What follows belongs to an exercise in optimizing a design on an open flow for small area and a short achievable clock period; a production flow would make more cautious choices. No functional check of the RTL was part of any run shown here. Power and IR drop assume default switching activity.

--- design/flow/design.v ---
module arbitro (
    input wire [2:0] pe_request_bundle,
    input wire [2:0] north_request_bundle,
    input wire [2:0] east_request_bundle,
    output reg [1:0] pe_cfg_bundle,
    output reg [2:0] south_cfg_bundle,
    output reg [2:0] west_cfg_bundle,
    output reg      r2pe_ack
  );
  localparam  MUX_EAST  = 3'b111;
  localparam  MUX_NORTH = 3'b101;
  localparam  MUX_PE    = 3'b001;
  localparam  MUX_NULL  = 3'b000;
  localparam  PE_NULL   = 2'b00;
  wire [2:0] request_vector;
  assign request_vector = {east_request_bundle[0], north_request_bundle[0], pe_request_bundle[0]};
always @(*)
  begin
  west_cfg_bundle  = MUX_NULL;
  south_cfg_bundle = MUX_NULL;
  pe_cfg_bundle    = PE_NULL;
  r2pe_ack         = 1'b0;
    case (request_vector)
      3'b000:  
        begin
        end
      3'b001:  
        begin
          r2pe_ack = 1'b1;
          case (pe_request_bundle[2:1])
            2'b00:  west_cfg_bundle  = MUX_PE;     
            2'b01:  west_cfg_bundle  = MUX_PE;     
            2'b10:  south_cfg_bundle = MUX_PE;     
            2'b11:
              begin
                r2pe_ack = 1'b0;
                south_cfg_bundle = MUX_NULL;   
              end
          endcase
        end
      3'b010:  
        case (north_request_bundle[2:1])
          2'b00:  west_cfg_bundle  = MUX_NORTH;  
          2'b01:  west_cfg_bundle  = MUX_NORTH;  
          2'b10:  south_cfg_bundle = MUX_NORTH;  
          2'b11:  pe_cfg_bundle    = 2'b01;      
        endcase
      3'b011:  
        begin
          r2pe_ack = 1'b1;
          case (north_request_bundle[2:1])
              2'b00:
                begin
                  west_cfg_bundle  = MUX_NORTH;  
                  south_cfg_bundle = MUX_PE;     
                end
            2'b01:
              begin
                west_cfg_bundle  = MUX_NORTH;  
                south_cfg_bundle = MUX_PE;     
              end
            2'b10:
              begin
                south_cfg_bundle = MUX_NORTH;  
                west_cfg_bundle  = MUX_PE;     
              end
            2'b11:
              begin
                west_cfg_bundle = MUX_PE;     
                pe_cfg_bundle   = 2'b01;      
              end
          endcase
        end
      3'b100:  
        case (east_request_bundle[2:1])
          2'b00:  west_cfg_bundle  = MUX_EAST;  
          2'b01:  west_cfg_bundle  = MUX_EAST;  
          2'b10:  south_cfg_bundle = MUX_EAST;  
          2'b11:  pe_cfg_bundle    = 2'b11;   
        endcase
      3'b101:  
        begin
          r2pe_ack = 1'b1;
          case (east_request_bundle[2:1])
            2'b00:
              begin
                west_cfg_bundle  = MUX_EAST;  
                south_cfg_bundle = MUX_PE;    
              end
            2'b01:
              begin
                west_cfg_bundle  = MUX_EAST;  
                south_cfg_bundle = MUX_PE;    
              end
            2'b10:
              begin
                south_cfg_bundle = MUX_EAST;  
                west_cfg_bundle  = MUX_PE;    
              end
            2'b11:
              begin
                west_cfg_bundle = MUX_PE;   
                pe_cfg_bundle   = 2'b11;    
              end
          endcase
        end
      3'b110:  
        case (east_request_bundle[2:1])
          2'b00:
            begin
              west_cfg_bundle  = MUX_EAST;   
              south_cfg_bundle = MUX_NORTH;  
            end
          2'b01:
            begin
              west_cfg_bundle  = MUX_EAST;   
              south_cfg_bundle = MUX_NORTH;  
            end
          2'b10:
            begin
              south_cfg_bundle = MUX_EAST;   
              west_cfg_bundle  = MUX_NORTH;  
            end
          2'b11:
            begin
              west_cfg_bundle  = MUX_NORTH;  
              pe_cfg_bundle   = 2'b11;       
            end
        endcase
      3'b111:  
        case (east_request_bundle[2:1])
          2'b00:
            begin
              west_cfg_bundle  = MUX_EAST;   
              south_cfg_bundle = MUX_NORTH;  
            end
          2'b01:
            begin
              west_cfg_bundle  = MUX_EAST;   
              if (north_request_bundle[2:1] == 2'b11)
                begin
                  south_cfg_bundle  = MUX_PE;  
                  pe_cfg_bundle     = 2'b01;   
                  r2pe_ack          = 1'b1;
                end
              else
                  south_cfg_bundle = MUX_NORTH;  
            end
          2'b10:
            begin
              west_cfg_bundle  = MUX_NORTH;  
              if (north_request_bundle[2:1] == 2'b11)
                begin
                  west_cfg_bundle = MUX_PE;  
                  pe_cfg_bundle   = 2'b01;   
                  r2pe_ack        = 1'b1;
                end
              else
                south_cfg_bundle = MUX_EAST;   
            end
          2'b11:
            begin
              if (north_request_bundle[2:1] == 2'b01)
                begin
                  west_cfg_bundle  = MUX_NORTH;  
                  south_cfg_bundle = MUX_PE;     
                end
              else
                begin
                  west_cfg_bundle  = MUX_PE;     
                  south_cfg_bundle = MUX_NORTH;   
                end
              pe_cfg_bundle   = 2'b11;       
              r2pe_ack        = 1'b1;
            end
        endcase
    endcase  
  end  
endmodule
module atto #(parameter X_LOCAL = 2, parameter Y_LOCAL = 2)
  (
    input   wire clka,
    input   wire rsta,
      input wire [47:0] north_channel_din,
      input wire [1:0]  north_diff_pair_din,
      input wire [47:0] east_channel_din,
      input wire [1:0]  east_diff_pair_din,
      input wire [47:0] pe_channel_din,
      input wire [1:0]  pe_diff_pair_din,
      output wire [47:0]  south_channel_dout,
      output wire [1:0]   south_diff_pair_dout,
      output wire [47:0]  west_channel_dout,
      output wire [1:0]   west_diff_pair_dout,
      output wire [39:0]  pe_channel_dout,
      output wire [1:0]   pe_diff_pair_dout,
      output wire         r2pe_ack_dout
  );
reg north_exp, east_exp, pe_exp;
wire north_acc = (north_diff_pair_din[1] ^ north_exp) & ~(north_diff_pair_din[0] ^ north_exp);
wire east_acc  = (east_diff_pair_din[1]  ^ east_exp)  & ~(east_diff_pair_din[0]  ^ east_exp);
wire pe_acc    = (pe_diff_pair_din[1]    ^ pe_exp)    & ~(pe_diff_pair_din[0]    ^ pe_exp);
always @(posedge clka)
  if (rsta)
    begin
      north_exp <= 1'b1;
      east_exp  <= 1'b1;
      pe_exp    <= 1'b1;
    end
  else
    begin
      north_exp <= north_exp ^ north_acc;
      east_exp  <= east_exp  ^ east_acc;
      pe_exp    <= pe_exp    ^ pe_acc;
    end
wire [1:0] pe_cfg;
wire [2:0] south_cfg;
wire [2:0] west_cfg;
wire       r2pe_ack;
arbitro arbiter (
    .pe_request_bundle    ({pe_channel_din[47:44] == X_LOCAL,
                            pe_channel_din[43:40] == Y_LOCAL,    pe_acc}),
    .north_request_bundle ({north_channel_din[47:44] == X_LOCAL,
                            north_channel_din[43:40] == Y_LOCAL, north_acc}),
    .east_request_bundle  ({east_channel_din[47:44] == X_LOCAL,
                            east_channel_din[43:40] == Y_LOCAL,  east_acc}),
    .pe_cfg_bundle        (pe_cfg),
    .south_cfg_bundle     (south_cfg),
    .west_cfg_bundle      (west_cfg),
    .r2pe_ack             (r2pe_ack)
  );
reg [47:0] north_flit, east_flit, pe_flit;
reg south_n, south_e, south_p, south_hold, south_tgl;
reg west_n,  west_e,  west_p,  west_hold,  west_tgl;
reg pe_n,    pe_e,             pe_hold,    pe_tgl;
reg pe_ack;
always @(posedge clka)
  begin
    north_flit <= north_channel_din;
    east_flit  <= east_channel_din;
    pe_flit    <= pe_channel_din;
    south_n    <= south_cfg == 3'b101;
    south_e    <= south_cfg == 3'b111;
    south_p    <= south_cfg == 3'b001;
    south_hold <= ~south_cfg[0];
    south_tgl  <=  south_cfg[0];
    west_n     <= west_cfg == 3'b101;
    west_e     <= west_cfg == 3'b111;
    west_p     <= west_cfg == 3'b001;
    west_hold  <= ~west_cfg[0];
    west_tgl   <=  west_cfg[0];
    pe_n       <= pe_cfg == 2'b01;
    pe_e       <= pe_cfg == 2'b11;
    pe_hold    <= ~pe_cfg[0];
    pe_tgl     <=  pe_cfg[0];
    pe_ack     <= r2pe_ack;
  end
reg [47:0] south_q, west_q;
reg [39:0] pe_q;
reg        ack_q;
reg [1:0]  south_dp, west_dp, pe_dp;
always @(posedge clka)
  begin
    south_q <= ({48{south_n}} & north_flit) | ({48{south_e}} & east_flit)
             | ({48{south_p}} & pe_flit)    | ({48{south_hold}} & south_q);
    west_q  <= ({48{west_n}}  & north_flit) | ({48{west_e}}  & east_flit)
             | ({48{west_p}}  & pe_flit)    | ({48{west_hold}}  & west_q);
    pe_q    <= ({40{pe_n}} & north_flit[39:0]) | ({40{pe_e}} & east_flit[39:0])
             | ({40{pe_hold}} & pe_q);
    ack_q   <= (pe_tgl & pe_ack) | (pe_hold & ack_q);
  end
always @(posedge clka)
  if (rsta)
    begin
      south_dp <= 2'b10;
      west_dp  <= 2'b10;
      pe_dp    <= 2'b10;
    end
  else
    begin
      south_dp <= south_dp ^ {2{south_tgl}};
      west_dp  <= west_dp  ^ {2{west_tgl}};
      pe_dp    <= pe_dp    ^ {2{pe_tgl}};
    end
assign south_channel_dout   = south_q;
assign south_diff_pair_dout = south_dp;
assign west_channel_dout    = west_q;
assign west_diff_pair_dout  = west_dp;
assign pe_channel_dout      = pe_q;
assign pe_diff_pair_dout    = pe_dp;
assign r2pe_ack_dout        = ack_q;
endmodule
--- design/flow/run.sh ---
#!/bin/bash
# synth_recipe.tcl (not shown) runs the flow's synth.tcl, then flattens the netlist and writes it again
# the make line also repeats each setting of config.mk as NAME=value (left out here)
make -C /OpenROAD-flow-scripts/flow DESIGN_CONFIG=/design/flow/config.mk WORK_HOME=/design/flow/orfs CLKGATE_MAP_FILE= SYNTH_SCRIPT=/design/flow/synth_recipe.tcl finish
--- design/flow/config.mk ---
export PLATFORM = sky130hd
export DESIGN_NAME = atto
export DESIGN_NICKNAME = atto
export VERILOG_FILES = /design/flow/design.v
export SDC_FILE = /design/flow/constraint.sdc
export NUM_CORES = 4
export LEC_CHECK = 0
export CAP_MARGIN = 20
export CORE_MARGIN = 2
export CORE_UTILIZATION = 30
export SLEW_MARGIN = 20
--- design/flow/constraint.sdc ---
create_clock -name core_clock -period 3.2 [get_ports {clka}]
set_input_delay 0.6400 -clock core_clock [delete_from_list [all_inputs] [get_ports {clka}]]
set_output_delay 0.6400 -clock core_clock [all_outputs]
set_load 0.01 [all_outputs]
==> notes.md, run 1 <==
status timing/DRC/antenna clean; vias in the first global route between 8000 and 9000; Placeable Area 31400 sq um; Place WS -0.0172 ns; Post-CTS Hold Buffers 0; pwr/cell area 754 nW/um^2; vias per cell just under 5; DP HPWL between 20000 and 25000 microns; DR pass1 iterations 7; Nets approximately 1300; synth warn 2; Worst Clk Skew 0.0109 ns; Syn Nets 999; Req. time, crit path 3.61 ns; final hold vios 0; Least-Margin Pin Slew 1.12 ns; IO Count 295; setup ws final between 0.5 and 0.6 ns; Total Neg Setup Slack 0 ns; Leakage slightly below 6 nW; Filler cells approximately 3000; largest net degree at the start of global routing 41; IO Port Bufs 294; Layout area overhead 47.7%; CTS Root Cell clkbuf_16; Synth Area per Inst ~11 sq um; GRT Residual Overflow 0; hold_ws about 0.46 ns; die footprint about 33000 sq um; dpl cells between 1500 and 2000; global-route wire length before repair 46900 microns; row cnt 65; gpl congestion slightly below 0.9; # setup viols final 0; Max Cap Viol 0; post-CTS setup buffers 0; Die Span Y ~180 microns; EDFF count, synth 0; CTS Buf Count 35; f_max about 380 MHz; Starting DRT DRC Count approximately 580; CTS tree yes; RSZ-0062 raised after global routing no; CP Data Arrival Time a little over 3 ns; # H-tree levels 2; die width 182 microns; post_cts resized 0; WL final between 30000 and 40000 microns; ys async rst share 0%; crit path time final between 2 and 3 ns; post-synth top area share 64.1%; Slew Viols, Final 0; initial antenna violation count 0; CTS Sinks around 310; Synth Flop Type dfxtp_1; register area share after synthesis about 64%; Routed Antenna Nets 0; Startpoint Class input pin; DRC violations left 0; Layout Cells excl Fill around 1600; most frequent cells in the layout dfxtp_1, clkdlybuf4s50_1, a22oi_1, nand2_1, inv_1; Max clock buf depth 3; Synth area leaders dfxtp_1, a22oi_1, a222oi_1; Routed wire per std cell 19.7 microns; critical path class in2reg; largest area contributor in the netlist dfxtp_1; number of distinct library cells after synthesis 53; R2R Setup Slk approximately 1.5 ns; all-layer global routing usage 18.2%; Skew-Pair Late Insertion Delay around 0.50 ns; Mapped Area ~9500 sq um; Hold WC Path Type reg2reg; Slew Limit Headroom approximately a quarter; maximum VDD drop 0.000439 V; Vias just under 8000; Worst Path Max Fanout 4; Critical Path End Type register; register bit total from synthesis between 300 and 400; Initial Util a little under a third; post-route clock period utilization ~83%; Worst-path clk slew ~0.060 ns; Synth Instances 841; ant diodes 0; share of cells above drive strength 1 9.36%
==> layer usage <==
| metal | global-route usage, % | up-vias | part of all wire (%) |
|---|---|---|---|
| li1 | - | 3710 | - |
| met1 | 23.3 | 3697 | 43 |
| met2 | 30.8 | 291 | 47 |
| met3 | 3.91 | 49 | 7.3 |
| met4 | 5.42 | 0 | 2.2 |
| met5 | 0 | - | 0 |
==> area by class of cell <==
class | instances | area, sq um | area share [%]
timing repair buffer | 320 | 3140 | 22.3
sequential | 305 | 6120 | 43.5
multi-input combinational | 432 | 3020 | 21.5
tap | 402 | 503 | 3.57
inverter | 47 | 176 | 1.25
clock inverter | 12 | 101 | 0.720
clock buffer | 49 | 1020 | 7.25
==> through the flow <==
stage / power (mW) / cell area, sq um / util [%]
final: 10.6 / 14100 / 44.9
after global routing: 11.1 / 14100 / 44.9
after CTS: 10.7 / 14100 / 44.9
after detailed placement: 6.88 / 13000 / 41.3
after global placement: 6.87 / 13000 / 41.3
after floorplan: 5.52 / 9530 / -
==> kinds of logic after synthesis <==
kind of cell | count (synthesis) | share of synthesized area [%]
multiplexers | 3 | 0.315
AO/OA/AOI/OAI | 261 | 22.0
flip-flops | 305 | 64.1
XOR/XNOR | 7 | 0.643
AND/OR/NAND/NOR | 152 | 7.67
buffers and inverters | 104 | 4.25
adder cells (fa/ha/maj) | 9 | 1.10
==> critical path, stage by stage <==
cell and delay (ns):
clkdlybuf4s50_1 0.42, nor4b_1 0.41, buf_4 0.21, inv_1 0.07
ha_1 0.19, or4_1 0.51, a21oi_1 0.14, a221oi_1 0.07
a21o_1 0.22, a211oi_2 0.19
==> synth_stat cells, drive strengths merged (2+ instances only) <==
cell,number
dfxtp,305
a22oi,193
nand2,103
clkbuf,47
inv,47
a222oi,40
nor2,14
buf,10
xnor2,7
ha,6
nor4b,6
nor3,5
or2,5
a21oi,4
nand2b,4
a221oi,3
maj3,3
mux2i,3
o21ai,3
a2111oi,2
a211oi,2
a21o,2
a2bb2oi,2
and2,2
nand3,2
nand3b,2
o22ai,2
or3b,2
or4,2
or4b,2
==> power by group <==
| group | internal, mW | switching (mW) | leakage [nW] | total, mW |
|---|---|---|---|---|
| Clock | 2.31 | 1.51 | 0.551 | 3.83 |
| Sequential | 4.36 | 0.400 | 2.56 | 4.76 |
| Combinational | 1.20 | 0.835 | 2.79 | 2.04 |
| Total | 7.88 | 2.75 | 5.90 | 10.6 |
==> final timing paths <==
check / from / cells past startpoint / endpoint
max: east_channel_din[40] / 10 / south_p
min: pe_q[28] / 2 / pe_q[28]
max reg2reg: register / 5 / south_p
min reg2reg: pe_q[28] / 2 / pe_q[28]
==> state kept, by name, summed over array words and instances, names as in the netlist, 2 cells and up, named ones only <==
signal      count
west_dp         2
east_flit      48
pe_dp           2
pe_flit        48
south_q        48
south_dp        2
pe_q           40
north_flit     48
west_q         48
==> run 2, diff against run 1 <==
==> design/flow/flow/run.sh (new file) <==
#!/bin/bash
# Standard ORFS layout, with the port buffers that buffer_ports inserts made
# of the smallest buffer (repair may still resize them).
set -euo pipefail
export BUFFER_PORTS_ARGS="-buffer_cell sky130_fd_sc_hd__buf_1"
bash standard.sh > standard_flow.log 2>&1
==> design/flow/standard.sh (new file) <==
#!/bin/bash
# synth_recipe.tcl (not shown) runs the flow's synth.tcl, then flattens the netlist and writes it again
# the make line also repeats each setting of config.mk as NAME=value (left out here)
make -C /OpenROAD-flow-scripts/flow DESIGN_CONFIG=/design/flow/config.mk WORK_HOME=/design/flow/orfs CLKGATE_MAP_FILE= SYNTH_SCRIPT=/design/flow/synth_recipe.tcl "${@:-finish}"
--- a/design/flow/config.mk
+++ b/design/flow/config.mk
@@ -7,5 +7,5 @@
 export LEC_CHECK = 0
 export CAP_MARGIN = 20
 export CORE_MARGIN = 2
-export CORE_UTILIZATION = 30
+export CORE_UTILIZATION = 60
 export SLEW_MARGIN = 20
removed: design/flow/run.sh
==> run 2 against run 1 <==
Still clean on timing, DRC and antenna. Flip-flop and latch count unchanged. Cell count down 14%. Clock skew down 0.0046 ns. Via count up 0.53%. Fmax up 22%. Area after synthesis unchanged. Clock power down 7.8%. Critical path type unchanged.
==> notes.md, run 2 <==
largest family of logic cells by synthesized area compound AO/OA/AOI/OAI gates; pwr/cell area 820 nW/um^2; Filler cells ~1200; Place WS around 0.48 ns; global-route wire length before repair between 30000 and 40000 microns; Post-CTS Hold Buffers 0; row cnt 46; grt met1 use between 30% and 40%; largest net degree at the start of global routing a little under 50; register bit total from synthesis a little over 300; ys async rst share 0%; # setup viols final 0; register area share after synthesis between 60% and 70%; CP Data Arrival Time 2.63 ns; IO Port Bufs between 200 and 300; Max Cap Viol 0; Skew-Pair Late Insertion Delay 0.53 ns; Starting DRT DRC Count around 750; Synth Instances about 840; critical path endpoint south_p; final hold vios 0; IO Count between 200 and 300; Slew Limit Headroom 28.6%; Seq. cell area a little over 6000 sq um; initial antenna violation count 3; Critical Path End Type register; Worst Clk Skew about 0.0063 ns; Worst Path Max Fanout 8; CTS tree yes; Total Neg Setup Slack 0 ns; vias per cell ~5.8; gpl congestion 0.906; RSZ-0062 raised after global routing no; crit path time final roughly 2.2 ns; Nets 1275; Least-Margin Pin Slew approximately 1.1 ns; Max clock buf depth 3; WL final 26800 microns; GRT Residual Overflow 0; Routed wire per std cell approximately 20 microns; grt met2 use ~50%; Layout area overhead 23.3%; largest area contributor in the netlist dfxtp_1; # H-tree levels 1; maximum VDD drop ~0.00061 V; Synth Flop Type dfxtp_1; die width roughly 130 microns; Startpoint Class input pin; share of cells above drive strength 1 7.22%; Die Span Y ~130 microns; setup ws final a little over 1 ns; post-synth top area share 64.1%; Leakage roughly 5 nW; Routed Antenna Nets 0; Vias approximately 7800; DR pass1 iterations 6; Slew Viols, Final 0; Mapped Area between 9000 and 10000 sq um; all-layer global routing usage between 30% and 40%; area of the multi-input gates 3020 sq um; most frequent cells after synthesis dfxtp_1, a22oi_1, nand2_1; CTS Root Cell clkbuf_16; critical path startpoint east_channel_din[40]; post-layout util between 70 and 80%; reg2reg end south_p; CTS Buf Count 29; post-CTS setup buffers 0; post-route clock period utilization between 60 and 70%; Initial Util 60.7%; Worst-path clk slew about 0.060 ns; Syn Nets between 900 and 1000; critical path class in2reg; Synth Area per Inst around 11 sq um; Hold WC Path Type in2reg; CTS Sinks around 310; Post-Synth XOR/XNOR Area less than 1%; f_max 459 MHz; R2R Setup Slk approximately 1.5 ns; die footprint 16900 sq um; adder-cell share of the synthesized area under 10%; EDFF count, synth 0; Top Usage Layer GRT met2; number of distinct library cells after synthesis 53; synth warn 2; Placeable Area 15700 sq um; top-count cell post-synth dfxtp_1; status timing/DRC/antenna clean; post_cts resized 0; most frequent cells in the layout dfxtp_1, buf_1, a22oi_1, nand2_1, inv_1; GR Layer Usage met3 about 8.0%; Req. time, crit path roughly 3.7 ns; DRC violations left 0; mux share of post-synthesis cell area less than 1%; Synth Area in Compound Gates 22.0%; R2R depth 5; vias in the first global route approximately 7300; DP HPWL between 15000 and 20000 microns; Synth Area in Simple Gates 7.67%; Synth area leaders dfxtp_1, a22oi_1, a222oi_1
## run 2: cell counts after synthesis
Identical to the previous run, type by type.
## run 2: worst min path at each step
stage                    startpoint             to  slack, ns  cells past startpoint
5_1_grt        east_channel_din[12]  east_flit[12]       0.19                      1
4_1_cts         east_channel_din[6]   east_flit[6]       0.18                      1
3_3_place_gp                pe_q[0]        pe_q[0]       0.44                      2
3_5_place_dp               pe_q[29]       pe_q[29]       0.45                      2
2_1_floorplan                pe_ack          ack_q       0.43                      1
6_report        east_channel_din[6]   east_flit[6]       0.20                      1
## run 2: area by class of cell
class / count / area share (%)
well taps: 216 / 2.30
inverters: 47 / 1.50
flip-flops and latches: 305 / 52.1
clock inverters: 12 / 1.62
clock buffers: 38 / 6.80
multi-input cells: 432 / 25.7
diodes: 2 / 0.0426
repair buffers: 302 / 9.90
## run 2: per-layer routing
layer | share of wire [%] | up-vias
li1 | - | 3662
met1 | 39 | 3669
met2 | 48 | 379
met3 | 9.7 | 76
met4 | 3.4 | 2
met5 | 0.049 | -
## run 2: kinds of logic (layout without fill, tap and decap cells)
| family | after synthesis | count (layout) |
|---|---|---|
| compound gates | 261 | 261 |
| fa+ha+maj | 9 | 9 |
| flops | 305 | 305 |
| other cells | 0 | 2 |
| mux | 3 | 3 |
| simple gates | 152 | 152 |
| xor+xnor | 7 | 7 |
| buf+inv | 104 | 399 |
## run 2: worst max-delay path: stages
cell and delay, ns:
buf_1 0.08, nor4b_1 0.29, buf_4 0.18, inv_1 0.06, ha_1 0.27, or4_1 0.51
a21oi_1 0.13, a221oi_1 0.07, a21o_1 0.21, a211oi_2 0.18
## run 2: report_power, final
part           total [mW]  internal (mW)  leakage [nW]  switching [mW]
sequential           4.79           4.36          2.56           0.432
clock                3.53           2.15         0.491            1.38
combinational        1.32          0.545          1.92           0.775
## run 2: per-stage QoR
step	total power, mW	instance area [sq um]	hold slack [ns]	std cells
final	9.63	11800	0.196	1354
after detailed placement	6.16	10800	0.447	1302
after global placement	6.13	10800	0.443	1302
after CTS	9.67	11700	0.180	1352
after floorplan	5.52	9530	0.433	841
after global routing	10.0	11700	0.185	1352

## static timing again, ports no longer ideal
How much do the figures lean on ideal ports? The routed layouts below were timed once more, with nothing changed but the port constraints.
Step 1 (the two cells are an assumption about what drives the block):
set clk [get_ports {clka}]
set_driving_cell -lib_cell sky130_fd_sc_hd__clkbuf_16 $clk
set_driving_cell -lib_cell sky130_fd_sc_hd__buf_2 [delete_from_list [all_inputs] $clk]
Step 2 times the ports against the registers' clock, not the clock port: input delays grow and output delays shrink by t, the midpoint of the rising clock arrivals with the driver on.
a / b / c = ideal / step 1 / step 2; a / b = the first two.
| run | t, ns | slack for setup (ns) | worst register clock-pin slew, ns |
|---|---|---|---|
| run 1 | 0.538 | 0.544 / 0.569 / 0.031 | 0.06 / 0.06 |
| run 2 | 0.573 | 1.020 / 1.043 / 0.470 | 0.06 / 0.06 |
After both steps every run listed still meets setup and hold. For run 2, which loses most, drivers alone change the setup slack by +0.023 ns; drivers and shift together by -0.550 ns.
